Context: an optimization exercise on an open-source flow, tuned for small area. The choices shown serve that exercise and are no tape-out recipe. Function was checked by simulation only, so behaviour that the tests miss may differ from the original. The clock cells of runs 3 to 6 come from the design's own scripts or RTL, not from TritonCTS. The flow treats the clock pin as an ideal source. Dropping or thinning the clock tree relies on that and would not hold on a real chip. No activity file was given, so power comes from the tool's default toggle rates.

===== flow/flow/abc_area.script =====
strash
&get -n
&deepsyn -T 30
&put
dch
amap
topo

===== flow/flow/run.sh =====
#!/bin/bash
# Own layout flow: the standard ORFS flow (standard.sh) with
#  - an area-oriented ABC mapping script and no full/half-adder extraction in synthesis,
#  - small port buffers, and a clock tree without dummy loads.
# Every step's full output is in orfs/logs/ (ORFS's per-step logs) and in make.log here.
set -euo pipefail
W=$(pwd)
rm -rf "$W/orfs_scripts"
cp -r "$FLOW_HOME/scripts" "$W/orfs_scripts"
cp "$W/flow/abc_area.script" "$W/orfs_scripts/abc_area.script"
CTS="-sink_clustering_enable -repair_clock_nets ${CTS_EXTRA:-}"
bash "$W/standard.sh" \
  SCRIPTS_DIR="$W/orfs_scripts" \
  ABC_AREA=1 \
  ADDER_MAP_FILE= \
  REMOVE_ABC_BUFFERS=1 \
  BUFFER_PORTS_ARGS="-buffer_cell sky130_fd_sc_hd__buf_1" \
  CTS_ARGS="$CTS -dont_use_dummy_load" \
  finish > "$W/make.log" 2>&1

===== flow/config.mk =====
export PLATFORM = sky130hd
export DESIGN_NAME = top
export DESIGN_NICKNAME = top
export VERILOG_FILES = /design/flow/design.v
export SDC_FILE = /design/flow/constraint.sdc
export NUM_CORES = 4
export LEC_CHECK = 0
export CAP_MARGIN = 20
export CORE_MARGIN = 2
export CORE_UTILIZATION = 40
export SLEW_MARGIN = 20

===== flow/standard.sh =====
#!/bin/bash
# synth_recipe.tcl (not shown) runs the flow's synth.tcl, then flattens the netlist and writes it again
# the make line also repeats each setting of config.mk as NAME=value (left out here)
make -C /OpenROAD-flow-scripts/flow DESIGN_CONFIG=/design/flow/config.mk WORK_HOME=/design/flow/orfs CLKGATE_MAP_FILE= SYNTH_SCRIPT=/design/flow/synth_recipe.tcl "${@:-finish}"

===== flow/constraint.sdc =====
create_clock -name core_clock -period 5.0 [get_ports {clk}]
set_input_delay 1.0000 -clock core_clock [delete_from_list [all_inputs] [get_ports {clk}]]
set_output_delay 1.0000 -clock core_clock [all_outputs]
set_load 0.01 [all_outputs]

===== flow/design.v =====
module debouncer(input clk, input reset, input noisy, output clean);
	reg [1:0] ff_i;
	reg [6:0] c;
	reg ff_o;
	wire counter_max = c[6] & ~c[3] & ~c[2] & ~c[1] & ~c[0];
	wire clear = (ff_i[0] ^ ff_i[1]) | counter_max | ~reset;
	always @(posedge clk or negedge reset) begin
		if (!reset) begin
			ff_i <= 2'b00;
			ff_o <= 1'b0;
		end else begin
			ff_i <= {ff_i[0], noisy};
			if (counter_max)
				ff_o <= ff_i[1];
		end
	end
	always @(posedge clk) begin
		if (clear) c <= 7'd0;
		else c <= {c[5:0], ~(c[6] ^ c[3])};
	end
	assign clean = ff_o;
endmodule
module sevseg (input clk, reset, button1, button2,
				 output reg [3:0] wys,
				 output [7:0] segment);
reg [3:0] counter;
reg [1:0] stan;
reg [9:0] counter2;
reg [9:0] counter3;
reg [15:0] keyval1;
reg running;
reg running2;
reg mode;
reg button1_prev;
reg button2_prev;
wire e1 = button1 & ~button1_prev;
wire e2 = button2 & ~button2_prev;
wire cnt_max = counter[3] & counter[1];
always @(posedge clk or negedge reset) begin
	if (!reset)
		stan <= 2'd0;
	else if (cnt_max)
		stan <= stan + 2'd1;
end
always @(posedge clk) begin
	if (cnt_max | ~reset)
		counter <= 4'd0;
	else
		counter <= counter + 4'd1;
end
wire A = ~e1 & (mode ? running : running2);
wire run_up = mode & A;
wire run_dn = ~mode & A;
wire c2_max = (counter2 == 10'd356);
wire c3_max = (counter3 == 10'd356);
always @(posedge clk) begin
	if (!reset | (run_up & c2_max))
		counter2 <= 10'd0;
	else if (run_up)
		counter2 <= {counter2[8:0], ~(counter2[9] ^ counter2[6])};
	if (!reset | (run_dn & c3_max))
		counter3 <= 10'd0;
	else if (run_dn)
		counter3 <= {counter3[8:0], ~(counter3[9] ^ counter3[6])};
end
wire [3:0] d0 = keyval1[3:0], d1 = keyval1[7:4], d2 = keyval1[11:8], d3 = keyval1[15:12];
wire T = mode ? c2_max : c3_max;
wire g0 = d0[3] & (d0[2] | d0[1]);
wire g1 = d1[3] & (d1[2] | d1[1]);
wire g2 = d2[3] & (d2[2] | d2[1]);
wire s1 = ~d1[3] & d1[2] & d1[1] & ~d1[0];
wire c1 = mode ? s1 : g1;
function [3:0] ud(input [3:0] b, input m);
	reg [3:0] t;
	begin
		t = ~(b ^ {4{m}});
		ud = {b[3] ^ (t[0] & t[1] & t[2]), b[2] ^ (t[0] & t[1]), b[1] ^ t[0], ~b[0]};
	end
endfunction
wire [3:0] i0 = ud(d0, mode), i1 = ud(d1, mode), i2 = ud(d2, mode), i3 = ud(d3, mode);
wire [3:0] b0 = d0 & {4{~e2}};
wire [3:0] b1 = d1 & {4{~e2}};
wire [3:0] b2 = d2 & {4{~e2}};
wire [3:0] b3 = e2 ? {1'b0, mode, mode, 1'b0} : d3;
wire [3:0] k9 = {~mode, 2'b00, ~mode};
wire [3:0] k5 = {1'b0, ~mode, 1'b0, ~mode};
wire [15:0] kv_n;
assign kv_n[3:0]   = (A & (c1 | g0)) ? k9 : (A & T) ? i0 : b0;
assign kv_n[7:4]   = (A & c1) ? k5 : (A & g0) ? i1 : b1;
assign kv_n[11:8]  = (A & g2) ? k9 : (A & c1) ? i2 : b2;
assign kv_n[15:12] = (A & g2) ? i3 : b3;
always @(posedge clk) begin
	if (!reset) begin
		running <= 1'b1;
		running2 <= 1'b1;
		mode <= 1'b0;
		keyval1 <= 16'h0000;
	end else begin
		if (e2)
			mode <= ~mode;
		if (mode & e1)
			running <= ~running;
		if (~mode & e1)
			running2 <= ~running2;
		keyval1 <= kv_n;
	end
	button1_prev <= button1;
	button2_prev <= button2;
end
reg [3:0] led_bcd;
always @(*) begin
	case (stan)
		2'd0: begin wys = 4'b0001; led_bcd = keyval1[3:0]; end
		2'd1: begin wys = 4'b0010; led_bcd = keyval1[7:4]; end
		2'd2: begin wys = 4'b0100; led_bcd = keyval1[11:8]; end
		default: begin wys = 4'b1000; led_bcd = keyval1[15:12]; end
	endcase
end
assign segment[7] = (stan == 2'd2);
reg [6:0] seg;
always @(*) begin
	case (led_bcd)
		4'h0: seg = 7'b0111111;
		4'h1: seg = 7'b0000110;
		4'h2: seg = 7'b1011011;
		4'h3: seg = 7'b1001111;
		4'h4: seg = 7'b1100110;
		4'h5: seg = 7'b1101101;
		4'h6: seg = 7'b1111101;
		4'h7: seg = 7'b0000111;
		4'h8: seg = 7'b1111111;
		4'h9: seg = 7'b1101111;
		4'hA: seg = 7'b1110111;
		4'hB: seg = 7'b1111111;
		4'hC: seg = 7'b0111001;
		4'hD: seg = 7'b0111111;
		4'hE: seg = 7'b1111001;
		default: seg = 7'b1110001;
	endcase
end
assign segment[6:0] = seg;
endmodule
module top(
	input clk,
	input reset,
	input button1,
	input button2,
	output [3:0] wys,
	output [7:0] segment
	);
	wire debounced_button1;
	wire debounced_button2;
	debouncer u_debouncer1 (
		.clk(clk),
		.reset(reset),
		.noisy(button1),
		.clean(debounced_button1)
		);
	debouncer u_debouncer2 (
		.clk(clk),
		.reset(reset),
		.noisy(button2),
		.clean(debounced_button2)
		);
	sevseg u_sevseg(
		.clk(clk),
		.reset(reset),
		.button1(debounced_button1),
		.button2(debounced_button2),
		.wys(wys),
		.segment(segment)
		);
endmodule

==> summary.txt, run 1 <==
Post-Syn Instances: 325
Netlist Area Pre-Place: 2680 um^2
final std cells w/o fill: 426
Routed Antenna Nets: 0
H-tree depth: 3
Starting Density: 0.417
placed inst area: 2830 um^2
grt total ovfl: 0
drt wl/cell: 12.1 um
largest family of logic cells by synthesized area: compound AO/OA/AOI/OAI gates
Place WS: 1.49 ns
row count: 29
Total GRT Usage: 0.156
chip width: 85.8 um
Finish-stage setup viols: 0
Final period util: 0.773
maximum VDD drop: 0.177 mV
CP max stage cell: o21ai_0
CTS Buf Count: 9
compound-cell area share of the yosys netlist: 0.223
sequential element share of the synthesized area: 0.516
Post-synth ARST share: 0.119
CTS Root Cell: clkbuf_8
final number of max-transition violations: 0
Hold Violations, Final: 0
CTS clk-pin slew, worst paths: 0.07 ns
crit-path most repeated cell: clkinv_1
Via Count: 2235
XOR/XNOR share of the synthesized area: 0
worst-margin pin slew: 0.643 ns
worst min-delay path category: flop to flop
largest net degree at the start of global routing: 21
CP Launch Type: flop
Crit Path Class: flop to output pin
Yosys Warn Count: 2
Synth Register Bits: 67
diodes inserted: 0
first-pass GRT wire length: 9070 um
CTS tree: yes
placed cell count: 417
Max-Cap Viols: 0
Max Freq: 259 MHz
NumNets Final: 355
Req. time, crit path: 4.00 ns
full die area: 7360 um^2
Post-synth EDFFs: 0
antenna violations before repair: 0
clk sinks: 67
synthesis-to-finish area growth: 10.5%
CP endpoint kind: output pin
CP top delay family: simple AND/OR/NAND/NOR gates
status: no timing/DRC/antenna violations
final instance area: 2960 um^2
max_slew headroom: 0.572
unrepaired setup endpoints after global routing: false
TNS Setup: 0 ns
Core Area: 6420 um^2
Layout Skew: 0.0164 ns
TritonRoute pass-1 iters: 21
post-DP HPWL: 3680 um
final wirelength: 5140 um
crit path DAT: 2.86 ns
clk buf depth: 2
mux cell area share after synthesis: 0
PwrDens: 319 nW/um^2
max incr delay on CP: 0.47 ns
Post-synth top flop: dfxtp_1
crit path buf inv count: 5
syn avg cell area: 8.23 um^2
hold buffer count at cts: 0
CP max FO: 5
Ports: 16
Tot Pwr: 942 uW
Via-to-Cell Ratio: 5.25
post-route setup slack: 1.14 ns
PortBufs: 15
CP cell instances: clkinv_1 > nor2_1 > clkinv_1 > o21ai_0 > clkinv_1 > nor2_1 > nor2_1 > nor3_1 > clkinv_1 > o211ai_1 > buf_1
worst-skew pair later-pin latency: 0.33 ns
setup bufs post-CTS: 0
vias in the first global route: 2090
Yosys cell types: 30
# resized after CTS: 0
share of layout cells above drive strength 1: 0.0287
DR iter-0 viols: 114
P_leak: 0.00104 uW
RePlAce Congestion: 0.839
Die Y: 85.8 um
post-route minimum period: 3.86 ns
Simple-Gate Fraction of Synth Area: 0.181
Synth Area in Adders: 0
residual DRC count: 0
## where the power goes
part	leakage (uW)	internal (uW)	switching, uW	total (uW)
combinational	0.000396	23.0	43.5	66.5
sequential	0.000580	544	4.70	548
clock	0.0000647	160	168	327
total	0.00104	726	216	942
## metrics by stage
step | hold WS, ns | util
final | 0.395 | 0.460
after global routing | 0.407 | 0.460
after CTS | 0.399 | 0.460
after detailed placement | 0.384 | 0.441
after global placement | 0.375 | 0.441
after floorplan | 0.361 | -
## cells by family after synthesis
group           count (synthesis)
simple gates                  105
compound gates                 96
flops                          67
buf+inv                        57
## placed cells by master, fill, tap and decap left out, types with 2 or more instances in the layout
| cell type | Yosys | routed |
|---|---|---|
| a211oi_1 | 3 | 3 |
| a21oi_1 | 15 | 15 |
| a221oi_1 | 3 | 3 |
| a222oi_1 | 3 | 3 |
| a22oi_1 | 3 | 3 |
| a31oi_1 | 3 | 3 |
| buf_1 | 1 | 15 |
| clkbuf_8 | 0 | 9 |
| clkinv_1 | 56 | 56 |
| dfrtp_1 | 8 | 8 |
| dfxtp_1 | 59 | 59 |
| nand2_1 | 15 | 15 |
| nand3_1 | 3 | 3 |
| nand4_1 | 3 | 3 |
| nor2_1 | 49 | 49 |
| nor2b_1 | 12 | 12 |
| nor3_1 | 8 | 8 |
| nor4_1 | 4 | 4 |
| o211ai_1 | 4 | 4 |
| o21ai_0 | 25 | 25 |
| o221ai_1 | 3 | 3 |
| o22ai_1 | 31 | 31 |
| or2_0 | 2 | 2 |
| or3_1 | 5 | 5 |
## area by class of cell
cell class,count,area [um^2]
Inverter,56,210
Clock buffer,9,124
Sequential cell,67,1380
Tap cell,77,96.3
Fill cell,645,3470
Timing Repair Buffer,16,63.8
Multi-Input combinational cell,201,1080
## metal layers
metal,global-route usage,vias up,part of all wire
li1,-,1193,-
met1,0.201,987,0.51
met2,0.242,47,0.44
met3,0.0346,8,0.034
met4,0.0851,0,0.021
met5,0,-,0
## worst paths after layout
path                            cells after the start         startpoint  slack (ns)                    end
min in group asynchronous                           2              reset        0.62      u_debouncer2.ff_o
worst min register to register                      0  u_debouncer1.ff_o        0.39  u_sevseg.button1_prev
worst max register to register                     11      u_sevseg.mode        2.08    u_sevseg.keyval1[7]
max in group asynchronous                           2              reset        4.17   u_debouncer1.ff_i[1]
worst min-delay path                                0  u_debouncer1.ff_o        0.39  u_sevseg.button1_prev
worst max-delay path                               11   u_sevseg.stan[1]        1.14             segment[1]
## state kept, by name, indices dropped and copies added, names as in the netlist
register               cells
u_debouncer2.ff_o          1
u_sevseg.running2          1
u_debouncer1.c             7
u_sevseg.counter           4
u_sevseg.mode              1
u_debouncer1.ff_i          2
u_sevseg.button1_prev      1
u_sevseg.button2_prev      1
u_debouncer1.ff_o          1
u_sevseg.counter3         10
u_sevseg.stan              2
u_sevseg.counter2         10
u_sevseg.keyval1          16
u_sevseg.running           1
u_debouncer2.c             7
u_debouncer2.ff_i          2
## worst reg2reg max path, delay by kind of cell (launching register included)
kind                   cells  cell delay (ns)
AND/OR/NAND/NOR            3             0.47
buffers and inverters      3             0.62
AO/OA/AOI/OAI              5             1.09
flip-flops                 1             0.61
## Yosys cell counts (all sizes together) (2+ instances only)
library cell  instances  area (um^2)
a31oi                 3         18.8
nor2b                12         75.1
nor4                  4         25.0
a22oi                 3         22.5
o221ai                3         26.3
o22ai                31          194
nor2                 49          184
dfxtp                59         1180
nand4                 3         18.8
a221oi                3         26.3
o21ai                25          125
o211ai                4         30.0
nand3                 3         15.0
nand2                15         56.3
or3                   5         31.3
a211oi                3         22.5
or2                   2         12.5
nor3                  8         40.0
dfrtp                 8          200
clkinv               56          210
a222oi                3         30.0
a21oi                15         75.1
==> inputs of run 2 (changes only) <==
==> flow/run.sh (new file) <==
#!/bin/bash
# synth_recipe.tcl (not shown) runs the flow's synth.tcl, then flattens the netlist and writes it again
# the make line also repeats each setting of config.mk as NAME=value (left out here)
make -C /OpenROAD-flow-scripts/flow DESIGN_CONFIG=/design/flow/config.mk WORK_HOME=/design/flow/orfs CLKGATE_MAP_FILE= SYNTH_SCRIPT=/design/flow/synth_recipe.tcl finish
removed: flow/flow/run.sh
removed: flow/flow/abc_area.script
removed: flow/standard.sh
==> run 2 against run 1 <==
  * Critical path depth unchanged
  * Count of clock-buffer cells in the layout up 3
  * Combinational power down 46%
  * Synthesized area up 26%
  * Setup slack worse by 0.54 ns
  * Final area up 29%
  * First-iteration DRC count down 24%
==> summary.txt, run 2 <==
max_slew headroom: 0.391 (-0.181)
Yosys Warn Count: 2 (unchanged)
drt wl/cell: 12.8 um (+5.7%)
Starting Density: 0.411 (-0.00522)
final core occ: 0.463 (+0.00306)
Post-synth top flop: dfxtp_1
CTS clk-pin slew, worst paths: 0.07 ns (about the same)
clk sinks: 67 (unchanged)
RePlAce Congestion: 0.780 (-7.1%)
most common cell after layout, fill and taps aside: dfxtp_1
Max-Cap Viols: 0 (unchanged)
hold buffer count at cts: 0 (unchanged)
antenna violations before repair: 0 (unchanged)
post-synth top area cell: dfxtp_1
worst-skew pair later-pin latency: 0.34 ns (about the same)
Final period util: 0.880 (+0.107)
P_leak: 0.00149 uW (+43%)
Post-synth EDFFs: 0 (unchanged)
fillers: 799 (+24%)
final wirelength: 6240 um (+21%)
worst min-delay path category: flop to flop
maximum VDD drop: 0.205 mV (+15%)
most numerous cell in the Yosys netlist: dfxtp_1
Reg area: 1380 um^2 (unchanged)
Max Freq: 227 MHz (-12%)
post-route minimum period: 4.40 ns (+0.535 ns)
Yosys cell types: 54 (+80%)
Hold Violations, Final: 0 (unchanged)
final number of max-transition violations: 0 (unchanged)
multi-input combinational cell area: 1840 um^2 (+71%)
Crit Path Class: flop to output pin
CTS tree: yes
DR iter-0 viols: 87 (-24%)
Routed Antenna Nets: 0 (unchanged)
CTS Buf Count: 9 (unchanged)
full die area: 9200 um^2 (+25%)
grt total ovfl: 0 (unchanged)
CP endpoint kind: output pin
Post-Syn Instances: 369 (+14%)
row count: 33 (+14%)
Ports: 16 (unchanged)
Finish-stage setup viols: 0 (unchanged)
Place WS: 0.934 ns (-0.554 ns)
CTS Root Cell: clkbuf_8
sequential element share of the synthesized area: 0.409 (-0.108)
unrepaired setup endpoints after global routing: false
first-pass GRT wire length: 11000 um (+22%)
leading cell types by count after synthesis: 59 x dfxtp_1, 44 x nand2_1, 24 x nor2_1
worst-margin pin slew: 0.888 ns (+0.246 ns)
Netlist Area Pre-Place: 3380 um^2 (+26%)
post-DP HPWL: 4410 um (+20%)
vias in the first global route: 2484 (+19%)
Layout Skew: 0.0104 ns (-0.00599 ns)
PortBufs: 15 (unchanged)
diodes inserted: 0 (unchanged)
Via Count: 2554 (+14%)
placed inst area: 3590 um^2 (+27%)
chip width: 95.9 um (+12%)
post-route setup slack: 0.600 ns (-0.535 ns)
final instance area: 3810 um^2 (+29%)
clk buf depth: 2 (unchanged)
status: no timing/DRC/antenna violations
H-tree depth: 3 (unchanged)
largest net degree at the start of global routing: 29 (+38%)
CP Launch Type: flop
Largest register FFs: 16 (unchanged)
Die Y: 95.9 um (+12%)
top cell type's share of synthesized area: 0.350 (-0.0920)
setup bufs post-CTS: 0 (unchanged)
PwrDens: 284 nW/um^2 (-11%)
Total GRT Usage: 0.153 (-0.00242)
residual DRC count: 0 (unchanged)
largest cells by area after synthesis: dfxtp_1 35%, ha_1 6.3%, dfrtp_1 5.9%, mux2i_1 5.3%, nand2_1 4.9%
Via-to-Cell Ratio: 5.22 (-0.45%)
Post-synth ARST share: 0.119 (unchanged)
synthesis-to-finish area growth: 12.6%
CP max FO: 6 (+1)
Largest regs: u_sevseg.keyval1: 16 flops, u_sevseg.counter2: 10 flops, u_sevseg.counter3: 10 flops
Req. time, crit path: 4.00 ns (about the same)
# resized after CTS: 0 (unchanged)
Synth Register Bits: 67 (unchanged)
NumNets Final: 400 (+13%)
syn avg cell area: 9.16 um^2 (+11%)
share of layout cells above drive strength 1: 0.0807 (+0.0521)
TNS Setup: 0 ns (unchanged)
crit path DAT: 3.40 ns (+0.54 ns)
Top reg by flops: u_sevseg.keyval1
TritonRoute pass-1 iters: 4 (-81%)
most frequent cells in the layout: 59 x dfxtp_1, 44 x nand2_1, 24 x nor2_1, 20 x a21oi_1
Core Area: 8220 um^2 (+28%)
==> run 2: cell types whose count changed in the layout (fill, tap and decap cells not counted), moves of 12 or more <==
cell / previous run / this run
and2_1: 0 / 14
and3_1: 1 / 13
buf_1: 15 / 0
clkdlybuf4s50_1: 0 / 15
clkinv_1: 56 / 0
ha_1: 0 / 17
inv_1: 0 / 18
mux2i_1: 0 / 18
nand2_1: 15 / 44
nor2_1: 49 / 24
o21ai_0: 25 / 7
o22ai_1: 31 / 3
xnor2_1: 0 / 13
==> run 2: kinds of logic (layout without fill, tap and decap cells) <==
logic type / after synthesis / after routing / synth area share
AND/OR/NAND/NOR: 141 / 141 / 0.218
flip-flops: 67 / 67 / 0.409
AO/OA/AOI/OAI: 65 / 65 / 0.131
buffers and inverters: 36 / 51 / 0.0463
multiplexers: 26 / 26 / 0.0885
adder cells (fa/ha/maj): 17 / 17 / 0.0629
XOR/XNOR: 17 / 17 / 0.0441
==> run 2: power by group <==
group          total [uW]  leakage, uW  internal (uW)  switching (uW)
clock network         497     0.000111            295             202
registers             550     0.000580            543            6.43
logic                36.1     0.000799           16.2            20.0
==> run 2: layout make-up <==
cell class,instances,share of cell area
clock inverters,4,0.0194
flip-flops and latches,67,0.363
repair buffers,17,0.0434
clock buffers,12,0.0381
multi-input cells,266,0.484
well taps,105,0.0345
inverters,18,0.0178
==> run 2: worst paths after layout <==
kind / from / slack (ns) / to / cells past startpoint
worst max-delay path: u_sevseg.stan[0] / 0.60 / segment[3] / 11
worst min-delay path: u_debouncer1.ff_i[0] / 0.40 / u_debouncer1.ff_i[1] / 0
worst max register to register: u_sevseg.mode / 2.42 / u_sevseg.counter2[1] / 5
worst min register to register: u_debouncer1.ff_i[0] / 0.40 / u_debouncer1.ff_i[1] / 0
max in group asynchronous: reset / 3.38 / u_sevseg.stan[0] / 2
min in group asynchronous: reset / 1.41 / u_debouncer1.ff_i[0] / 2
==> run 2: worst max-delay path, cell delays in order (launching register included) <==
cell	delay, ns
dfrtp_1	0.43
inv_1	0.12
ha_1	0.26
a222oi_1	0.33
nand2_1	0.08
o21ai_0	0.26
inv_1	0.18
ha_1	0.32
inv_1	0.03
mux4_1	0.46
inv_1	0.07
clkdlybuf4s50_1	0.52
==> run 2: metal layers <==
metal  wire length [um]  track usage
met5                  0            0
met4                104       0.0690
met3                193       0.0399
met2               2800        0.230
met1               3140        0.206
==> run 2: through the flow <==
| step | power (uW) | hold WS, ns | instances |
|---|---|---|---|
| finish | 1080 | 0.395 | 489 |
| global route | 1130 | 0.414 | 489 |
| CTS | 1100 | 0.401 | 489 |
| detailed placement | 598 | 0.385 | 473 |
| global placement | 597 | 0.382 | 473 |
| floorplan | 584 | 0.373 | 369 |
==> inputs of run 3 (changes only) <==
--- a/flow/design.v
+++ b/flow/design.v
@@ -6,14 +6,16 @@
 	wire clear = (ff_i[0] ^ ff_i[1]) | counter_max | ~reset;
 	always @(posedge clk or negedge reset) begin
 		if (!reset) begin
-			ff_i <= 2'b00;
+			ff_i[0] <= 1'b0;
 			ff_o <= 1'b0;
 		end else begin
-			ff_i <= {ff_i[0], noisy};
+			ff_i[0] <= noisy;
 			if (counter_max)
 				ff_o <= ff_i[1];
 		end
 	end
+	always @(posedge clk)
+		ff_i[1] <= ff_i[0];
 	always @(posedge clk) begin
 		if (clear) c <= 7'd0;
 		else c <= {c[5:0], ~(c[6] ^ c[3])};
@@ -48,7 +50,7 @@
 	else
 		counter <= counter + 4'd1;
 end
-wire A = ~e1 & (mode ? running : running2);
+wire A = reset & ~e1 & (mode ? running : running2);
 wire run_up = mode & A;
 wire run_dn = ~mode & A;
 wire c2_max = (counter2 == 10'd356);
@@ -78,10 +80,12 @@
 	end
 endfunction
 wire [3:0] i0 = ud(d0, mode), i1 = ud(d1, mode), i2 = ud(d2, mode), i3 = ud(d3, mode);
-wire [3:0] b0 = d0 & {4{~e2}};
-wire [3:0] b1 = d1 & {4{~e2}};
-wire [3:0] b2 = d2 & {4{~e2}};
-wire [3:0] b3 = e2 ? {1'b0, mode, mode, 1'b0} : d3;
+wire ld = e2 | ~reset;
+wire m6 = mode & reset;
+wire [3:0] b0 = d0 & {4{~ld}};
+wire [3:0] b1 = d1 & {4{~ld}};
+wire [3:0] b2 = d2 & {4{~ld}};
+wire [3:0] b3 = ld ? {1'b0, m6, m6, 1'b0} : d3;
 wire [3:0] k9 = {~mode, 2'b00, ~mode};
 wire [3:0] k5 = {1'b0, ~mode, 1'b0, ~mode};
 wire [15:0] kv_n;
@@ -90,11 +94,11 @@
 assign kv_n[11:8]  = (A & g2) ? k9 : (A & c1) ? i2 : b2;
 assign kv_n[15:12] = (A & g2) ? i3 : b3;
 always @(posedge clk) begin
+	keyval1 <= kv_n;
 	if (!reset) begin
 		running <= 1'b1;
 		running2 <= 1'b1;
 		mode <= 1'b0;
-		keyval1 <= 16'h0000;
 	end else begin
 		if (e2)
 			mode <= ~mode;
@@ -102,7 +106,6 @@
 			running <= ~running;
 		if (~mode & e1)
 			running2 <= ~running2;
-		keyval1 <= kv_n;
 	end
 	button1_prev <= button1;
 	button2_prev <= button2;
==> flow/flow/run.sh (new file) <==
#!/bin/bash
# Own layout flow: the standard ORFS flow (standard.sh, all steps) with these changes:
#  - synthesis maps with an area-oriented ABC script (flow/abc_area.script) and does not
#    extract full/half adders; registers and their names are as in the standard synthesis;
#  - ports are buffered with the smallest buffer (buf_1);
#  - the clock is buffered by flow/cts_manual.tcl (4 clkbuf_8, each driving a cluster of
#    nearby flip-flops) in place of TritonCTS.
# Each ORFS step writes its full log under orfs/logs/; make's own output is in make.log.
set -euo pipefail
W=$(pwd)
rm -rf "$W/orfs_scripts"
cp -r "$FLOW_HOME/scripts" "$W/orfs_scripts"
cp "$W/flow/abc_area.script" "$W/orfs_scripts/abc_area.script"
sed -i "s|^log_cmd clock_tree_synthesis {\\*}\$cts_args|source $W/flow/cts_manual.tcl|" "$W/orfs_scripts/cts.tcl"
grep -q cts_manual.tcl "$W/orfs_scripts/cts.tcl"
bash "$W/standard.sh" \
  SCRIPTS_DIR="$W/orfs_scripts" \
  ABC_AREA=1 \
  ADDER_MAP_FILE= \
  REMOVE_ABC_BUFFERS=1 \
  BUFFER_PORTS_ARGS="-buffer_cell sky130_fd_sc_hd__buf_1" \
  ${FLOW_TARGET:-finish} > "$W/make.log" 2>&1
==> flow/flow/abc_area.script (new file) <==
strash
&get -n
&deepsyn -T 30
&put
dch
amap
topo
==> flow/flow/cts_manual.tcl (new file) <==
set ngroups [expr { [info exists ::env(CTS_GROUPS)] ? $::env(CTS_GROUPS) : 4 }]
set bufcell [expr { [info exists ::env(CTS_GROUP_BUF)] ? $::env(CTS_GROUP_BUF) : "sky130_fd_sc_hd__clkbuf_8" }]
if { $ngroups > 4 } { error "the clock port may feed at most 4 cell pins" }
set block [ord::get_db_block]
set dbu [$block getDefUnits]
set clknet [$block findNet clk]
set sinks {}
foreach it [$clknet getITerms] {
  if { [$it isInputSignal] } {
    set inst [$it getInst]
    set box [$inst getBBox]
    set x [expr { ([$box xMin] + [$box xMax]) / 2 }]
    set y [expr { ([$box yMin] + [$box yMax]) / 2 }]
    lappend sinks [list $x $y "[$inst getName]/[[$it getMTerm] getName]"]
  }
}
puts "manual clock buffering: [llength $sinks] sinks in $ngroups groups of $bufcell"

# split list into k groups, cutting along the longer side of its bounding box
proc bisect { items k } {
  if { $k <= 1 } { return [list $items] }
  set xs [lmap s $items { lindex $s 0 }]
  set ys [lmap s $items { lindex $s 1 }]
  set w [expr { [tcl::mathfunc::max {*}$xs] - [tcl::mathfunc::min {*}$xs] }]
  set h [expr { [tcl::mathfunc::max {*}$ys] - [tcl::mathfunc::min {*}$ys] }]
  set axis [expr { $w >= $h ? 0 : 1 }]
  set sorted [lsort -integer -index $axis $items]
  set k1 [expr { $k / 2 }]
  set cut [expr { [llength $sorted] * $k1 / $k }]
  return [concat [bisect [lrange $sorted 0 [expr { $cut - 1 }]] $k1] \
    [bisect [lrange $sorted $cut end] [expr { $k - $k1 }]]]
}

set g 0
foreach grp [bisect $sinks $ngroups] {
  set sx 0; set sy 0; set pins {}
  foreach s $grp {
    set sx [expr { $sx + [lindex $s 0] }]
    set sy [expr { $sy + [lindex $s 1] }]
    lappend pins [get_pins [lindex $s 2]]
  }
  set cx [expr { double($sx) / [llength $grp] / $dbu }]
  set cy [expr { double($sy) / [llength $grp] / $dbu }]
  set b [insert_buffer -buffer_cell $bufcell -net clk -load_pins $pins -location [list $cx $cy] \
    -buffer_name clkbuf_m$g -net_name clk_m$g]
  puts "group $g: [llength $grp] sinks, buffer [get_full_name $b] at $cx $cy"
  incr g
}
$clknet setSigType CLOCK
set_propagated_clock [all_clocks]
==> flow/standard.sh (new file) <==
#!/bin/bash
# synth_recipe.tcl (not shown) runs the flow's synth.tcl, then flattens the netlist and writes it again
# the make line also repeats each setting of config.mk as NAME=value (left out here)
make -C /OpenROAD-flow-scripts/flow DESIGN_CONFIG=/design/flow/config.mk WORK_HOME=/design/flow/orfs CLKGATE_MAP_FILE= SYNTH_SCRIPT=/design/flow/synth_recipe.tcl "${@:-finish}"
--- a/flow/config.mk
+++ b/flow/config.mk
@@ -7,5 +7,5 @@
 export LEC_CHECK = 0
 export CAP_MARGIN = 20
 export CORE_MARGIN = 2
-export CORE_UTILIZATION = 40
+export CORE_UTILIZATION = 65
 export SLEW_MARGIN = 20
removed: flow/run.sh
==> run 3 against run 2 <==
  * Largest cell class is now registers
  * Flip-flop and latch count unchanged
  * Global-route usage increased by 7.8 points
  * Final area shrank 25%
  * Sequential power rose by 12%
  * Setup slack gained 0.66 ns
  * Maximum frequency up 18%
  * Utilization up 26 points
==> summary.txt, run 3 <==
Core Area: 3970 um^2 (-52%)
antenna violations before repair: 0 (unchanged)
post-DP HPWL: 3790 um (-14%)
final core occ: 0.720 (+0.256)
Routed Antenna Nets: 0 (unchanged)
worst min-delay path category: flop to flop
Max-Cap Viols: 0 (unchanged)
Hold Violations, Final: 0 (unchanged)
unrepaired setup endpoints after global routing: false
setup bufs post-CTS: 0 (unchanged)
post-route setup slack: 1.26 ns (+0.657 ns)
most common cell after layout, fill and taps aside: clkinv_1
P_leak: 0.000971 uW (-35%)
TritonRoute pass-1 iters: 4 (unchanged)
Via-to-Cell Ratio: 5.72 (+9.6%)
crit path buf inv count: 4 (-1)
largest cells by area after synthesis: dfxtp_1 43%, clkinv_1 8.3%, nor2_1 7.8%, o22ai_1 7.2%, dfrtp_1 5.6%
max incr delay on CP: 0.53 ns (about the same)
share of layout cells above drive strength 1: 0.0146 (-0.0661)
Crit Path Class: input pin to flop
Die Y: 68.2 um (-29%)
Netlist Area Pre-Place: 2680 um^2 (-21%)
# resized after CTS: 0 (unchanged)
row count: 23 (-30%)
final wirelength: 4950 um (-21%)
PwrDens: 442 nW/um^2 (+55%)
M2 GR Usage: 0.392 (+0.162)
worst hold start: u_debouncer1.ff_o
PortBufs: 15 (unchanged)
residual DRC count: 0 (unchanged)
Yosys Warn Count: 2 (unchanged)
CP max FO: 10 (+4)
final number of max-transition violations: 0 (unchanged)
Critical Path Start: reset
TNS Setup: 0 ns (unchanged)
synthesis-to-finish area growth: 6.63%
Final period util: 0.749 (-0.131)
grt met1 use: 0.332 (+0.125)
chip width: 68.2 um (-29%)
Synth Register Bits: 67 (unchanged)
fillers: 341 (-57%)
Starting Density: 0.675 (+0.264)
hold buffer count at cts: 0 (unchanged)
Largest register FFs: 16 (unchanged)
top cell type's share of synthesized area: 0.426 (+0.0763)
RePlAce Congestion: 0.883 (+13%)
sequential element share of the synthesized area: 0.527 (+0.118)
NumNets Final: 348 (-13%)
GRT Max-Usage Layer: met2
CP endpoint kind: flop
CP top delay family: simple AND/OR/NAND/NOR gates
Post-synth top flop: dfxtp_1
worst-skew pair later-pin latency: 0.16 ns (-0.18 ns)
Req. time, crit path: 5.03 ns (+1.03 ns)
Finish-stage setup viols: 0 (unchanged)
most frequent cells in the layout: 59 x clkinv_1, 57 x dfxtp_1, 56 x nor2_1, 31 x o22ai_1, 25 x o21ai_0
drt wl/cell: 12.6 um (-1.1%)
Layout Skew: 0.0120 ns (+0.00155 ns)
Yosys cell types: 29 (-46%)
maximum VDD drop: 0.243 mV (+19%)
grt total ovfl: 0 (unchanged)
Place WS: 1.07 ns (+0.135 ns)
CP cell instances: buf_1 > buf_4 > clkinv_1 > nor2_1 > nand3_1 > nor2b_1 > nor3b_1 > clkinv_1 > nand2_1 > o21ai_0 > nand3_1 > o221ai_1
Hold Path Stages: 0 (unchanged)
critical path depth in cells: 12 (+1)
Top reg by flops: u_sevseg.keyval1
post-route minimum period: 3.74 ns (-0.657 ns)
max_slew headroom: 0.562 (+0.171)
Total GRT Usage: 0.231 (+0.0782)
Largest regs: u_sevseg.keyval1: 16 flops, u_sevseg.counter2: 10 flops, u_sevseg.counter3: 10 flops
most numerous cell in the Yosys netlist: clkinv_1
Post-synth EDFFs: 4 (+4)
met3 Use GR: 0.0164 (-0.0235)
CP Launch Type: input pin
syn avg cell area: 8.30 um^2 (-9.4%)
Ports: 16 (unchanged)
Post-synth ARST share: 0.0896 (-0.0299)
Max Freq: 267 MHz (+18%)
CP max stage cell: nor3b_1
worst-margin pin slew: 0.650 ns (-0.238 ns)
reg-to-reg startpoint: u_sevseg.mode
leading cell types by count after synthesis: 59 x clkinv_1, 57 x dfxtp_1, 56 x nor2_1
full die area: 4650 um^2 (-49%)
DR iter-0 viols: 164 (+89%)
Via Count: 2244 (-12%)
status: no timing/DRC/antenna violations
crit path DAT: 3.77 ns (+0.37 ns)
first-pass GRT wire length: 8510 um (-23%)
diodes inserted: 0 (unchanged)
CTS clk-pin slew, worst paths: 0.10 ns (+0.03 ns)
largest net degree at the start of global routing: 18 (-38%)
post-synth top area cell: dfxtp_1
Register-to-Register Path Depth: 10 (+5)
Post-Syn Instances: 323 (-12%)
vias in the first global route: 2000 (-19%)
[run 3: changes by cell type in the layout (fill, tap and decap cells not counted), sizes merged, moves of 8 or more]
| cell | before | now |
|---|---|---|
| mux2i | 20 | 0 |
| clkinv | 2 | 59 |
| clkbuf | 12 | 4 |
| and3 | 13 | 0 |
| o22ai | 3 | 31 |
| clkdlybuf4s50 | 15 | 0 |
| ha | 17 | 0 |
| nand2 | 44 | 11 |
| o21ai | 7 | 25 |
| inv | 18 | 0 |
| xnor2 | 13 | 1 |
| buf | 2 | 16 |
| and2 | 14 | 1 |
| nor2 | 24 | 56 |
[run 3: worst paths after layout]
| check | to | slack [ns] |
|---|---|---|
| worst max-delay path | u_sevseg.keyval1[11] | 1.26 |
| worst min-delay path | u_sevseg.button1_prev | 0.39 |
| worst max register to register | u_sevseg.keyval1[11] | 1.54 |
| worst min register to register | u_sevseg.button1_prev | 0.39 |
| max in group asynchronous | u_debouncer2.ff_o | 4.13 |
| min in group asynchronous | u_debouncer1.ff_i[0] | 0.73 |
[run 3: layout make-up, clock buffers not listed]
class / instances / area, um^2 / share of cell area
multi-input combinational: 196 / 1040 / 0.365
inverter: 59 / 221 / 0.0775
tap: 50 / 62.6 / 0.0219
timing repair buffer: 16 / 63.8 / 0.0223
sequential: 67 / 1410 / 0.494
[run 3: kinds of logic (layout without fill, tap and decap cells)]
group,count (synthesis),after routing,synth area share
buf+inv,60,79,0.0840
xor+xnor,1,1,0.00327
flops,67,67,0.527
simple gates,103,103,0.175
compound gates,92,92,0.211
[run 3: worst register-to-register path: cells and delay by family, from the launching register on]
kind / cells / cell delay, ns
simple gates: 6 / 1.77
buf+inv: 2 / 0.68
flops: 1 / 0.61
compound gates: 2 / 0.28
[run 3: metal layers]
metal	vias to the layer above	wire, um	share of wire
met3	5	258	0.052
met5	-	0	0
met1	1023	2410	0.49
li1	1167	-	-
met4	0	64	0.013
met2	49	2220	0.45
[run 3: stage by stage]
stage                     hold WS [ns]  total power (uW)  area, um^2  instances
after floorplan                  0.354               946        2680        322
after global placement           0.358              1060        2800        388
after detailed placement         0.368              1070        2800        388
after CTS                        0.388              1260        2860        392
after global routing             0.402              1360        2860        392
final                            0.386              1260        2860        392
[run 3: power breakdown]
part           leakage, uW  internal [uW]  switching, uW
Combinational     0.000361            155            289
Clock            0.0000288           74.2            128
Sequential        0.000580            580           36.0
Total             0.000971            810            452
==> inputs of run 4 (changes only) <==
--- a/flow/design.v
+++ b/flow/design.v
@@ -72,27 +72,35 @@
 wire g2 = d2[3] & (d2[2] | d2[1]);
 wire s1 = ~d1[3] & d1[2] & d1[1] & ~d1[0];
 wire c1 = mode ? s1 : g1;
-function [3:0] ud(input [3:0] b, input m);
+function [3:0] tg(input [3:0] b, input m, input sel);
 	reg [3:0] t;
+	reg u1, u2, u3;
 	begin
 		t = ~(b ^ {4{m}});
-		ud = {b[3] ^ (t[0] & t[1] & t[2]), b[2] ^ (t[0] & t[1]), b[1] ^ t[0], ~b[0]};
+		u1 = sel & t[0];
+		u2 = u1 & t[1];
+		u3 = u2 & t[2];
+		tg = b ^ {u3, u2, u1, sel};
 	end
 endfunction
-wire [3:0] i0 = ud(d0, mode), i1 = ud(d1, mode), i2 = ud(d2, mode), i3 = ud(d3, mode);
 wire ld = e2 | ~reset;
 wire m6 = mode & reset;
-wire [3:0] b0 = d0 & {4{~ld}};
-wire [3:0] b1 = d1 & {4{~ld}};
-wire [3:0] b2 = d2 & {4{~ld}};
-wire [3:0] b3 = ld ? {1'b0, m6, m6, 1'b0} : d3;
+wire k0 = A & (c1 | g0);
+wire k1 = A & c1;
+wire k2 = A & g2;
+wire i0 = A & T;
+wire i1 = A & g0;
+wire [3:0] n0 = tg(d0, mode, i0);
+wire [3:0] n1 = tg(d1, mode, i1);
+wire [3:0] n2 = tg(d2, mode, k1);
+wire [3:0] n3 = tg(d3, mode, k2);
 wire [3:0] k9 = {~mode, 2'b00, ~mode};
 wire [3:0] k5 = {1'b0, ~mode, 1'b0, ~mode};
 wire [15:0] kv_n;
-assign kv_n[3:0]   = (A & (c1 | g0)) ? k9 : (A & T) ? i0 : b0;
-assign kv_n[7:4]   = (A & c1) ? k5 : (A & g0) ? i1 : b1;
-assign kv_n[11:8]  = (A & g2) ? k9 : (A & c1) ? i2 : b2;
-assign kv_n[15:12] = (A & g2) ? i3 : b3;
+assign kv_n[3:0]   = k0 ? k9 : (ld & ~i0) ? 4'd0 : n0;
+assign kv_n[7:4]   = k1 ? k5 : (ld & ~i1) ? 4'd0 : n1;
+assign kv_n[11:8]  = k2 ? k9 : (ld & ~k1) ? 4'd0 : n2;
+assign kv_n[15:12] = (ld & ~k2) ? {1'b0, m6, m6, 1'b0} : n3;
 always @(posedge clk) begin
 	keyval1 <= kv_n;
 	if (!reset) begin
==> flow/flow/run.sh (replaced) <==
#!/bin/bash
# Own layout flow: the standard ORFS flow (standard.sh, all steps) with these changes:
#  - synthesis maps with an area-oriented ABC script (flow/abc_area.script: deepsyn, then
#    amap) and does not extract full/half adders; registers and their names are as in the
#    standard synthesis. Synthesis runs once per deepsyn seed in SYNTH_SEEDS and the run with
#    the smallest cell area is kept for the rest of the flow;
#  - ports are buffered with the smallest buffer (buf_1);
#  - the clock is buffered by flow/cts_manual.tcl (4 clkbuf_8, each driving a cluster of
#    nearby flip-flops) in place of TritonCTS.
# Each ORFS step writes its full log under orfs/logs/ (and synth_seed_*/logs/ for the other
# synthesis runs); make's own output is in make_*.log here.
set -euo pipefail
W=$(pwd)
rm -rf "$W/orfs_scripts"
cp -r "$FLOW_HOME/scripts" "$W/orfs_scripts"
sed -i "s|^log_cmd clock_tree_synthesis {\\*}\$cts_args|source $W/flow/cts_manual.tcl|" "$W/orfs_scripts/cts.tcl"
grep -q cts_manual.tcl "$W/orfs_scripts/cts.tcl"
ARGS=(SCRIPTS_DIR="$W/orfs_scripts" ABC_AREA=1 ADDER_MAP_FILE= REMOVE_ABC_BUFFERS=1
  BUFFER_PORTS_ARGS="-buffer_cell sky130_fd_sc_hd__buf_1")
best=""
best_area=""
for s in ${SYNTH_SEEDS:-1 2 3 4}; do
  sed "s/&deepsyn -T 30/&deepsyn -T 30 -S $s/" "$W/flow/abc_area.script" > "$W/orfs_scripts/abc_area.script"
  rm -rf "$W/orfs"
  bash "$W/standard.sh" "${ARGS[@]}" synth > "$W/make_synth_seed_$s.log" 2>&1
  area=$(sed -n "s/.*Chip area for module '\\\\top': \([0-9.]*\).*/\1/p" \
    "$W/orfs/reports/sky130hd/top/base/synth_stat.txt" | head -1)
  echo "seed $s: synthesis cell area $area" | tee -a "$W/synth_seeds.log"
  mv "$W/orfs" "$W/synth_seed_$s"
  if [[ -z "$best" ]] || awk -v a="$area" -v b="$best_area" 'BEGIN { exit !(a < b) }'; then
    best=$s
    best_area=$area
  fi
done
echo "kept seed $best ($best_area)" | tee -a "$W/synth_seeds.log"
mv "$W/synth_seed_$best" "$W/orfs"
sed "s/&deepsyn -T 30/&deepsyn -T 30 -S $best/" "$W/flow/abc_area.script" > "$W/orfs_scripts/abc_area.script"
bash "$W/standard.sh" "${ARGS[@]}" ${FLOW_TARGET:-finish} > "$W/make_finish.log" 2>&1
==> run 4 against run 3 <==
  * Synthesized area decreased by 1.0%
  * Critical endpoint is now segment[3]
  * First-iteration DRC count fell by 43%
  * Combinational power fell by 59%
  * Setup slack improved by 0.30 ns
==> summary.txt, run 4 <==
most frequent cells in the layout: 61 x clkinv_1, 61 x dfxtp_1, 47 x nor2_1, 35 x o22ai_1
Post-Syn Instances: 325 (+0.62%)
max incr delay on CP: 0.47 ns (-0.06 ns)
setup bufs post-CTS: 0 (unchanged)
post-route minimum period: 3.44 ns (-0.299 ns)
unrepaired setup endpoints after global routing: false
mux cell area share after synthesis: 0 (unchanged)
diodes inserted: 0 (unchanged)
Hold Violations, Final: 0 (unchanged)
Routed Antenna Nets: 0 (unchanged)
Yosys Warn Count: 2 (unchanged)
post-synth top area cell: dfxtp_1
Total GRT Usage: 0.217 (-0.0141)
final number of max-transition violations: 0 (unchanged)
CP cell instances: clkinv_1 > nor2_1 > nand2_1 > o21ai_0 > a221oi_1 > nor2_1 > a21oi_1 > nand2_1 > o21ai_0 > nand2_1 > nor2_1 > nor2_1 > nor2_1 > buf_1
Post-synth ARST share: 0.0896 (unchanged)
Simple-Gate Fraction of Synth Area: 0.178 (+0.00323)
XOR/XNOR share of the synthesized area: 0 (-0.00327)
drt wl/cell: 11.8 um (-6.7%)
Synth Area in Adders: 0 (unchanged)
Post-synth EDFFs: 0 (-4)
worst-skew pair later-pin latency: 0.16 ns (about the same)
chip width: 67.9 um (-0.48%)
Seq pwr share: 0.602 (+0.114)
status: no timing/DRC/antenna violations
switching part of the total: 0.275 (-0.0836)
Crit Path Class: flop to output pin
CP max FO: 5 (-5)
Largest regs: u_sevseg.keyval1: 16 flops, u_sevseg.counter2: 10 flops, u_sevseg.counter3: 10 flops
PwrDens: 340 nW/um^2 (-23%)
DR iter-0 viols: 94 (-43%)
RePlAce Congestion: 0.930 (+5.4%)
full die area: 4610 um^2 (-0.97%)
top cell type's share of synthesized area: 0.460 (+0.0346)
worst-margin pin slew: 0.577 ns (-0.0725 ns)
P_leak: 0.000981 uW (+1.1%)
largest family of logic cells by synthesized area: compound AO/OA/AOI/OAI gates
Place WS: 1.75 ns (+0.677 ns)
post-DP HPWL: 3660 um (-3.4%)
Final period util: 0.689 (-0.0598)
Max-Cap Viols: 0 (unchanged)
TNS Setup: 0 ns (unchanged)
row count: 23 (unchanged)
Layout Skew: 0.0162 ns (+0.00425 ns)
PortBufs: 15 (unchanged)
largest cells by area after synthesis: dfxtp_1 46%, clkinv_1 8.6%, o22ai_1 8.3%, nor2_1 6.7%, dfrtp_1 5.7%
Ports: 16 (unchanged)
CP max stage cell: a221oi_1
residual DRC count: 0 (unchanged)
NumNets Final: 350 (+0.57%)
Via-to-Cell Ratio: 5.54 (-3.2%)
max_slew headroom: 0.611 (+0.0488)
synthesis-to-finish area growth: 6.70% (about the same)
compound-cell area share of the yosys netlist: 0.217 (+0.00597)
TritonRoute pass-1 iters: 4 (unchanged)
Via Count: 2183 (-2.7%)
final wirelength: 4650 um (-6.2%)
Core Area: 3970 um^2 (unchanged)
sequential element share of the synthesized area: 0.517 (-0.00963)
Req. time, crit path: 4.00 ns (-1.03 ns)
P_int: 698 uW (-14%)
Post-synth top flop: dfxtp_1
worst min-delay path category: flop to flop
Top reg by flops: u_sevseg.keyval1
maximum VDD drop: 0.255 mV (+5.0%)
antenna violations before repair: 0 (unchanged)
Yosys cell types: 26 (-10%)
largest net degree at the start of global routing: 18 (unchanged)
Clk pwr share: 0.207 (+0.047)
crit-path most repeated cell: nor2_1
Comb pwr share: 0.191 (-0.161)
Netlist Area Pre-Place: 2650 um^2 (-1.0%)
share of layout cells above drive strength 1: 0.0145 (-0.0000850)
CP endpoint kind: output pin
CP Launch Type: flop
grt total ovfl: 0 (unchanged)
Die Y: 67.9 um (-0.48%)
NetSw: 265 uW (-42%)
first-pass GRT wire length: 7990 um (-6.2%)
# resized after CTS: 0 (unchanged)
crit path DAT: 2.44 ns (-1.33 ns)
syn avg cell area: 8.16 um^2 (-1.6%)
Max Freq: 290 MHz (+8.7%)
Starting Density: 0.668 (-0.00693)
vias in the first global route: 1933 (-3.4%)
fillers: 336 (-1.5%)
Finish-stage setup viols: 0 (unchanged)
Synth Register Bits: 67 (unchanged)
CTS clk-pin slew, worst paths: 0.10 ns (about the same)
leading cell types by count after synthesis: 61 x clkinv_1, 61 x dfxtp_1, 47 x nor2_1
hold buffer count at cts: 0 (unchanged)
Largest register FFs: 16 (unchanged)
post-route setup slack: 1.56 ns (+0.299 ns)
-- run 4: worst max-delay path: cells and delay by family (launching register included) --
family / cells / cell delay [ns]
flip-flops: 1 / 0.41
AO/OA/AOI/OAI: 4 / 0.84
AND/OR/NAND/NOR: 8 / 0.79
buffers and inverters: 2 / 0.24
-- run 4: power by group through the flow --
stage	clock network [uW]	registers (uW)	logic, uW
final	199	580	184
after global routing	221	584	214
after CTS	208	580	184
after detailed placement	0	592	183
after global placement	0	591	180
after floorplan	0	587	138
-- run 4: area by class of cell, clock buffers not listed --
cell class                 instances  area (um^2)  area share
inverter                          61          229      0.0809
multi-input combinational        196         1050       0.370
sequential                        67         1370       0.485
tap                               50         62.6      0.0221
timing repair buffer              16         63.8      0.0225
-- run 4: cell families (layout without fill, tap and decap cells) --
kind of cell | count (synthesis) | in the layout
AOI/OAI and AO/OA | 91 | 91
DFF | 67 | 67
buffers and inverters | 62 | 81
and+or+nand+nor | 105 | 105
-- run 4: worst paths after layout --
kind | from | endpoint | slack, ns | cells after the start
worst max-delay path | u_sevseg.stan[0] | segment[3] | 1.56 | 14
worst min-delay path | u_debouncer1.ff_o | u_sevseg.button1_prev | 0.38 | 0
worst max register to register | u_sevseg.mode | u_sevseg.keyval1[3] | 2.17 | 10
worst min register to register | u_debouncer1.ff_o | u_sevseg.button1_prev | 0.38 | 0
max in group asynchronous | reset | u_debouncer2.ff_o | 3.81 | 2
min in group asynchronous | reset | u_debouncer1.ff_o | 0.72 | 1
-- run 4: stage by stage --
step           utilization  std cells  hold slack, ns  instance area, um^2  power [uW]
2_1_floorplan            -        324           0.354                 2650         724
3_3_place_gp         0.699        390           0.357                 2780         771
3_5_place_dp         0.699        390           0.366                 2780         775
4_1_cts              0.713        394           0.386                 2830         971
5_1_grt              0.713        394           0.391                 2830        1020
6_report             0.713        394           0.379                 2830         963
-- run 4: routing by layer --
metal,GRT usage,part of all wire,up-vias
li1,-,-,1170
met1,0.295,0.50,949
met2,0.391,0.45,60
met3,0.0164,0.047,4
met4,0.0300,0.0073,0
met5,0,0,-
==> inputs of run 5 (changes only) <==
--- a/flow/design.v
+++ b/flow/design.v
@@ -4,15 +4,12 @@
 	reg ff_o;
 	wire counter_max = c[6] & ~c[3] & ~c[2] & ~c[1] & ~c[0];
 	wire clear = (ff_i[0] ^ ff_i[1]) | counter_max | ~reset;
-	always @(posedge clk or negedge reset) begin
-		if (!reset) begin
-			ff_i[0] <= 1'b0;
+	always @(posedge clk) begin
+		ff_i[0] <= noisy & reset;
+		if (!reset)
 			ff_o <= 1'b0;
-		end else begin
-			ff_i[0] <= noisy;
-			if (counter_max)
-				ff_o <= ff_i[1];
-		end
+		else if (counter_max)
+			ff_o <= ff_i[1];
 	end
 	always @(posedge clk)
 		ff_i[1] <= ff_i[0];
@@ -38,7 +35,7 @@
 wire e1 = button1 & ~button1_prev;
 wire e2 = button2 & ~button2_prev;
 wire cnt_max = counter[3] & counter[1];
-always @(posedge clk or negedge reset) begin
+always @(posedge clk) begin
 	if (!reset)
 		stan <= 2'd0;
 	else if (cnt_max)
--- a/flow/flow/run.sh
+++ b/flow/flow/run.sh
@@ -19,7 +19,7 @@
   BUFFER_PORTS_ARGS="-buffer_cell sky130_fd_sc_hd__buf_1")
 best=""
 best_area=""
-for s in ${SYNTH_SEEDS:-1 2 3 4}; do
+for s in ${SYNTH_SEEDS:-1 2 3 4 5 6 7 8}; do
   sed "s/&deepsyn -T 30/&deepsyn -T 30 -S $s/" "$W/flow/abc_area.script" > "$W/orfs_scripts/abc_area.script"
   rm -rf "$W/orfs"
   bash "$W/standard.sh" "${ARGS[@]}" synth > "$W/make_synth_seed_$s.log" 2>&1
==> run 5 against run 4 <==
  * Still clean on timing, DRC and antenna
  * Sequential power is 4.3% higher
  * Routed wire length up 1.8%
  * Die area is 0.31% lower
  * Via count down 1.0%
  * Clock power hardly changed
  * Cell count grew 0.76%
  * Critical endpoint is now segment[5]
==> summary.txt, run 5 <==
status: no timing/DRC/antenna violations
syn avg cell area: 8.06 um^2 (-1.2%)
P_int: 733 uW (+5.0%)
Synth Register Bits: 67 (unchanged)
final number of max-transition violations: 0 (unchanged)
Core Area: 3940 um^2 (-0.72%)
TNS Setup: 0 ns (unchanged)
Routed Antenna Nets: 0 (unchanged)
P_leak: 0.000965 uW (-1.7%)
Netlist Area Pre-Place: 2640 um^2 (-0.33%)
final std cells w/o fill: 397 (+0.76%)
unrepaired setup endpoints after global routing: false
Comb pwr share: 0.219 (+0.028)
residual DRC count: 0 (unchanged)
hold buffer count at cts: 0 (unchanged)
Post-synth ARST share: 0 (-0.0896)
CP Launch Type: flop
share of layout cells above drive strength 1: 0.0144 (-0.000126)
Max Freq: 292 MHz (+0.65%)
post-synth top area cell: dfxtp_1
switching part of the total: 0.290 (+0.0150)
largest cells by area after synthesis: dfxtp_1 51%, clkinv_1 8.1%, nor2_1 8.1%, o22ai_1 7.1%, o21ai_0 4.9%
Top reg by flops: u_sevseg.keyval1
top cell type's share of synthesized area: 0.507 (+0.0470)
diodes inserted: 0 (unchanged)
CP endpoint kind: output pin
setup bufs post-CTS: 0 (unchanged)
worst-skew pair later-pin latency: 0.16 ns (about the same)
Post-Syn Instances: 328 (+0.92%)
crit path DAT: 2.42 ns (-0.02 ns)
final wirelength: 4730 um (+1.8%)
Die Y: 67.8 um (-0.15%)
TritonRoute pass-1 iters: 4 (unchanged)
Largest regs: u_sevseg.keyval1: 16 flops, u_sevseg.counter2: 10 flops, u_sevseg.counter3: 10 flops
grt total ovfl: 0 (unchanged)
post-route minimum period: 3.42 ns (-0.0223 ns)
Via Count: 2161 (-1.0%)
Req. time, crit path: 4.00 ns (about the same)
largest net degree at the start of global routing: 18 (unchanged)
drt wl/cell: 11.9 um (+1.1%)
DR iter-0 viols: 92 (-2.1%)
NetSw: 299 uW (+13%)
full die area: 4590 um^2 (-0.31%)
first-pass GRT wire length: 7860 um (-1.6%)
NumNets Final: 353 (+0.86%)
CTS clk-pin slew, worst paths: 0.10 ns (about the same)
# resized after CTS: 0 (unchanged)
Via-to-Cell Ratio: 5.44 (-1.8%)
most frequent cells in the layout: 67 x dfxtp_1, 57 x clkinv_1, 57 x nor2_1, 30 x o22ai_1, 26 x o21ai_0
placed inst area: 2770 um^2 (-0.32%)
CP max FO: 6 (+1)
most numerous cell in the Yosys netlist: dfxtp_1
Post-synth top flop: dfxtp_1
maximum VDD drop: 0.270 mV (+5.7%)
Yosys cell types: 26 (unchanged)
fillers: 343 (+2.1%)
synthesis-to-finish area growth: 6.72% (about the same)
Seq pwr share: 0.586 (-0.016)
row count: 23 (unchanged)
PwrDens: 366 nW/um^2 (+7.5%)
Total GRT Usage: 0.214 (-0.00324)
worst-margin pin slew: 0.594 ns (+0.0164 ns)
worst min-delay path category: flop to flop
Crit Path Class: flop to output pin
placed cell count: 393 (+0.77%)
Max-Cap Viols: 0 (unchanged)
Starting Density: 0.671 (+0.00265)
chip width: 67.8 um (-0.15%)
Yosys Warn Count: 2 (unchanged)
Hold Violations, Final: 0 (unchanged)
Finish-stage setup viols: 0 (unchanged)
antenna violations before repair: 0 (unchanged)
most common cell after layout, fill and taps aside: dfxtp_1
leading cell types by count after synthesis: 67 x dfxtp_1, 57 x clkinv_1, 57 x nor2_1
Clk pwr share: 0.195 (-0.012)
vias in the first global route: 1844 (-4.6%)
RePlAce Congestion: 0.808 (-13%)
PortBufs: 15 (unchanged)
Largest register FFs: 16 (unchanged)
Post-synth EDFFs: 0 (unchanged)
final instance area: 2820 um^2 (-0.31%)
max_slew headroom: 0.600 (-0.0110)
post-DP HPWL: 3700 um (+1.2%)
sequential element share of the synthesized area: 0.507 (-0.00965)
Ports: 16 (unchanged)
Layout Skew: 0.0183 ns (+0.00209 ns)
Final period util: 0.684 (-0.00445)
## run 5: cell count changes after synthesis, sizes merged, moves of 6 or more
cell and change:
dfrtp -6, dfxtp +6, nand2 -10, nor2 +10
nor2b +6
## run 5: metal layers
| metal | GRT usage | part of all wire | up-vias |
|---|---|---|---|
| li1 | - | - | 1183 |
| met1 | 0.298 | 0.50 | 946 |
| met2 | 0.371 | 0.46 | 25 |
| met3 | 0.0200 | 0.032 | 7 |
| met4 | 0.0275 | 0.013 | 0 |
| met5 | 0 | 0 | - |
## run 5: worst paths after layout
| path | cells after the start | endpoint | startpoint | slack (ns) |
|---|---|---|---|---|
| worst max-delay path | 11 | segment[5] | u_sevseg.stan[0] | 1.58 |
| worst min-delay path | 0 | u_sevseg.button2_prev | u_debouncer2.ff_o | 0.35 |
| worst max register to register | 11 | u_sevseg.keyval1[3] | u_sevseg.mode | 2.24 |
| worst min register to register | 0 | u_sevseg.button2_prev | u_debouncer2.ff_o | 0.35 |
## run 5: worst max-delay path: stages (launching register included)
cell	delay (ns)
dfxtp_1	0.39
nor2_1	0.12
nand2_1	0.08
o21ai_0	0.07
a221oi_1	0.48
clkinv_1	0.23
nor2_1	0.16
o21ai_0	0.11
nor2b_1	0.18
or2_0	0.21
o21ai_0	0.07
buf_1	0.17
## run 5: power by group through the flow
stage	clock, uW	combinational (uW)	sequential, uW
final	201	226	605
after global placement	0	222	615
after CTS	206	227	604
after floorplan	0	171	609
after global routing	221	263	610
after detailed placement	0	227	616
## run 5: area by class of cell, clock buffers not listed
cell class              count  area [um^2]  area share
well taps                  50         62.6      0.0222
repair buffers             16         63.8      0.0226
multi-input cells         203         1080       0.384
inverters                  57          214      0.0758
flip-flops and latches     67         1340       0.475
## run 5: logic make-up after synthesis
family | after synthesis | synth area share
flip-flops | 67 | 0.507
AND/OR/NAND/NOR | 108 | 0.185
buffers and inverters | 58 | 0.0823
AO/OA/AOI/OAI | 95 | 0.225
## run 5: stage by stage
step | setup slack (ns) | power (uW) | hold slack (ns) | util
final | 1.58 | 1030 | 0.353 | 0.716
after global routing | 1.19 | 1090 | 0.369 | 0.716
after CTS | 1.54 | 1040 | 0.354 | 0.716
after detailed placement | 1.58 | 842 | 0.347 | 0.702
after global placement | 1.66 | 837 | 0.351 | 0.702
after floorplan | 1.96 | 780 | 0.339 | -
==> inputs of run 6 (changes only) <==
--- a/flow/design.v
+++ b/flow/design.v
@@ -64,10 +64,10 @@
 end
 wire [3:0] d0 = keyval1[3:0], d1 = keyval1[7:4], d2 = keyval1[11:8], d3 = keyval1[15:12];
 wire T = mode ? c2_max : c3_max;
-wire g0 = d0[3] & (d0[2] | d0[1]);
-wire g1 = d1[3] & (d1[2] | d1[1]);
-wire g2 = d2[3] & (d2[2] | d2[1]);
-wire s1 = ~d1[3] & d1[2] & d1[1] & ~d1[0];
+wire g0 = d0[3] & d0[1];           
+wire g1 = d1[3];                   
+wire g2 = d2[3] & d2[1];           
+wire s1 = ~d1[3] & d1[2] & d1[1];  
 wire c1 = mode ? s1 : g1;
 function [3:0] tg(input [3:0] b, input m, input sel);
 	reg [3:0] t;
--- a/flow/flow/run.sh
+++ b/flow/flow/run.sh
@@ -1,7 +1,8 @@
 #!/bin/bash
 # Own layout flow: the standard ORFS flow (standard.sh, all steps) with these changes:
 #  - synthesis maps with an area-oriented ABC script (flow/abc_area.script: deepsyn, then
-#    amap) and does not extract full/half adders; registers and their names are as in the
+#    amap; SEED is replaced by the deepsyn seed) and does not extract full/half adders;
+#    registers and their names are as in the
 #    standard synthesis. Synthesis runs once per deepsyn seed in SYNTH_SEEDS and the run with
 #    the smallest cell area is kept for the rest of the flow;
 #  - ports are buffered with the smallest buffer (buf_1);
@@ -20,7 +21,7 @@
 best=""
 best_area=""
 for s in ${SYNTH_SEEDS:-1 2 3 4 5 6 7 8}; do
-  sed "s/&deepsyn -T 30/&deepsyn -T 30 -S $s/" "$W/flow/abc_area.script" > "$W/orfs_scripts/abc_area.script"
+  sed "s/SEED/$s/" "$W/flow/abc_area.script" > "$W/orfs_scripts/abc_area.script"
   rm -rf "$W/orfs"
   bash "$W/standard.sh" "${ARGS[@]}" synth > "$W/make_synth_seed_$s.log" 2>&1
   area=$(sed -n "s/.*Chip area for module '\\\\top': \([0-9.]*\).*/\1/p" \
@@ -34,5 +35,5 @@
 done
 echo "kept seed $best ($best_area)" | tee -a "$W/synth_seeds.log"
 mv "$W/synth_seed_$best" "$W/orfs"
-sed "s/&deepsyn -T 30/&deepsyn -T 30 -S $best/" "$W/flow/abc_area.script" > "$W/orfs_scripts/abc_area.script"
+sed "s/SEED/$best/" "$W/flow/abc_area.script" > "$W/orfs_scripts/abc_area.script"
 bash "$W/standard.sh" "${ARGS[@]}" ${FLOW_TARGET:-finish} > "$W/make_finish.log" 2>&1
==> flow/flow/abc_area.script (replaced) <==
strash
&get -n
&deepsyn -J 100 -T 300 -S SEED
&put
dch
amap
topo
==> run 6 against run 5 <==
  * Still clean
  * Die area shrank 0.57%
  * Utilization shrank 0.60 points
  * Routed wire length grew 0.61%
  * Critical path type is now input pin to flop
  * Largest power group unchanged
  * Highest routed layer unchanged
==> summary.txt, run 6 <==
P_leak: 0.000924 uW (-4.3%)
post-synth top area cell: dfxtp_1
PortBufs: 15 (unchanged)
Top reg by flops: u_sevseg.keyval1
Layout Skew: 0.0146 ns (-0.00369 ns)
Core Area: 3940 um^2 (unchanged)
unrepaired setup endpoints after global routing: false
# resized after CTS: 0 (unchanged)
Final period util: 0.751 (+0.0663)
Largest register FFs: 16 (unchanged)
drt wl/cell: 12.1 um (+1.4%)
largest cells by area after synthesis: dfxtp_1 51%, clkinv_1 8.7%, o22ai_1 7.9%, nor2_1 7.4%, o21ai_0 5.0%
TritonRoute pass-1 iters: 4 (unchanged)
Routed Antenna Nets: 0 (unchanged)
vias in the first global route: 1818 (-1.4%)
FF-to-FF setup slack: 1.91 ns (-0.33 ns)
Req. time, crit path: 5.04 ns (+1.04 ns)
worst-margin pin slew: 1.07 ns (+0.476 ns)
post-route setup slack: 1.25 ns (-0.332 ns)
Finish-stage setup viols: 0 (unchanged)
Starting Density: 0.666 (-0.00413)
max_slew headroom: 0.278 (-0.323)
CP Launch Type: input pin
chip width: 67.6 um (-0.29%)
Critical Path Start: reset
Via-to-Cell Ratio: 5.48 (+0.76%)
Via Count: 2161 (unchanged)
most numerous cell in the Yosys netlist: dfxtp_1
reg-to-reg startpoint: u_sevseg.mode
Netlist Area Pre-Place: 2630 um^2 (-0.62%)
NumNets Final: 350 (-0.85%)
placed inst area: 2740 um^2 (-0.86%)
crit path to: u_sevseg.keyval1[7]
final wirelength: 4760 um (+0.61%)
final instance area: 2800 um^2 (-0.84%)
most frequent cells in the layout: 67 x dfxtp_1, 61 x clkinv_1, 52 x nor2_1, 33 x o22ai_1, 26 x o21ai_0
Largest regs: u_sevseg.keyval1: 16 flops, u_sevseg.counter2: 10 flops, u_sevseg.counter3: 10 flops
most common cell after layout, fill and taps aside: dfxtp_1
syn avg cell area: 8.06 um^2 (about the same)
Synth Register Bits: 67 (unchanged)
post-route minimum period: 3.75 ns (+0.332 ns)
fillers: 323 (-5.8%)
Place WS: 1.09 ns (-0.493 ns)
first-pass GRT wire length: 7660 um (-2.5%)
residual DRC count: 0 (unchanged)
DR iter-0 viols: 141 (+53%)
hold buffer count at cts: 0 (unchanged)
leading cell types by count after synthesis: 67 x dfxtp_1, 61 x clkinv_1, 52 x nor2_1
Critical R2R Capture: u_sevseg.keyval1[11]
Max Freq: 266 MHz (-8.8%)
CP endpoint kind: flop
worst-skew pair later-pin latency: 0.16 ns (about the same)
grt total ovfl: 0 (unchanged)
Max-Cap Viols: 0 (unchanged)
Post-synth EDFFs: 0 (unchanged)
Post-synth ARST share: 0 (unchanged)
sequential element share of the synthesized area: 0.510 (+0.00314)
post-DP HPWL: 3620 um (-2.2%)
status: no timing/DRC/antenna violations
Yosys cell types: 23 (-12%)
Post-synth top flop: dfxtp_1
worst min-delay path category: flop to flop
Post-Syn Instances: 326 (-0.61%)
Register-to-Register Path Depth: 10 (-1)
Hold Violations, Final: 0 (unchanged)
full die area: 4570 um^2 (-0.57%)
Crit Path Class: input pin to flop
Die Y: 67.6 um (-0.29%)
largest net degree at the start of global routing: 18 (unchanged)
final number of max-transition violations: 0 (unchanged)
Ports: 16 (unchanged)
PwrDens: 291 nW/um^2 (-21%)
maximum VDD drop: 0.279 mV (+3.3%)
share of layout cells above drive strength 1: 0.0116 (-0.00278)
diodes inserted: 0 (unchanged)
TNS Setup: 0 ns (unchanged)
synthesis-to-finish area growth: 6.48%
CP max FO: 11 (+5)
antenna violations before repair: 0 (unchanged)
crit path DAT: 3.80 ns (+1.38 ns)
CTS clk-pin slew, worst paths: 0.11 ns (about the same)
Total GRT Usage: 0.209 (-0.00468)
top cell type's share of synthesized area: 0.510 (+0.00314)
RePlAce Congestion: 0.786 (-2.7%)
row count: 23 (unchanged)
setup bufs post-CTS: 0 (unchanged)
Yosys Warn Count: 2 (unchanged)
## run 6: cell types whose count changed after synthesis, moves of 4 or more
cell | previous run | this run
nor2_1 | 57 | 52
o221ai_1 | 2 | 7
clkinv_1 | 57 | 61
nand4_1 | 0 | 4
## run 6: final cells by class, clock buffers not listed
class / instances / area (um^2) / share of cell area
Sequential cell: 67 / 1340 / 0.479
Timing Repair Buffer: 15 / 56.3 / 0.0201
Multi-Input combinational cell: 197 / 1050 / 0.377
Tap cell: 50 / 62.6 / 0.0224
Inverter: 61 / 229 / 0.0818
## run 6: metal layers
layer	GRT usage	vias up	routed length [um]
li1	-	1180	-
met1	0.282	954	2340
met2	0.377	24	2260
met3	0.0183	3	130
met4	0.0179	0	34
met5	0	-	0
## run 6: cells by family (layout without fill, tap and decap cells)
group / count (synthesis) / count (layout) / share of synthesized area
AND/OR/NAND/NOR: 103 / 103 / 0.179
AO/OA/AOI/OAI: 94 / 94 / 0.222
flip-flops: 67 / 67 / 0.510
buffers and inverters: 62 / 80 / 0.0886
## run 6: through the flow
| step | cells | hold WS, ns | util | power (uW) |
|---|---|---|---|---|
| global placement | 390 | 0.350 | 0.696 | 623 |
| detailed placement | 390 | 0.362 | 0.696 | 625 |
| finish | 394 | 0.355 | 0.710 | 813 |
| floorplan | 325 | 0.339 | - | 611 |
| global route | 394 | 0.375 | 0.710 | 841 |
| CTS | 394 | 0.363 | 0.710 | 818 |
## run 6: power breakdown
group | leakage (uW) | switching, uW | internal [uW]
Clock | 0.0000288 | 126 | 74.2
Combinational | 0.000350 | 31.7 | 17.6
Sequential | 0.000544 | 10.1 | 553
Total | 0.000924 | 168 | 645
## run 6: worst min path at each step
| stage | start | to | slack, ns | cells past startpoint |
|---|---|---|---|---|
| 2_1_floorplan | u_debouncer2.ff_o | u_sevseg.button2_prev | 0.34 | 0 |
| 3_3_place_gp | u_debouncer2.ff_o | u_sevseg.button2_prev | 0.35 | 0 |
| 3_5_place_dp | u_debouncer2.ff_o | u_sevseg.button2_prev | 0.36 | 0 |
| 4_1_cts | u_debouncer2.ff_o | u_sevseg.button2_prev | 0.36 | 0 |
| 5_1_grt | u_debouncer2.ff_o | u_sevseg.button2_prev | 0.38 | 0 |
| 6_report | u_debouncer2.ff_o | u_sevseg.button2_prev | 0.36 | 0 |
## run 6: worst max-delay path: stages
cell,delay [ns]
buf_1,0.38
clkinv_1,0.37
nor3_1,0.58
nor2_1,0.16
nor3_1,0.53
o221ai_1,0.28
clkinv_1,0.11
o221ai_1,0.14
a21oi_1,0.18
nor2_1,0.05
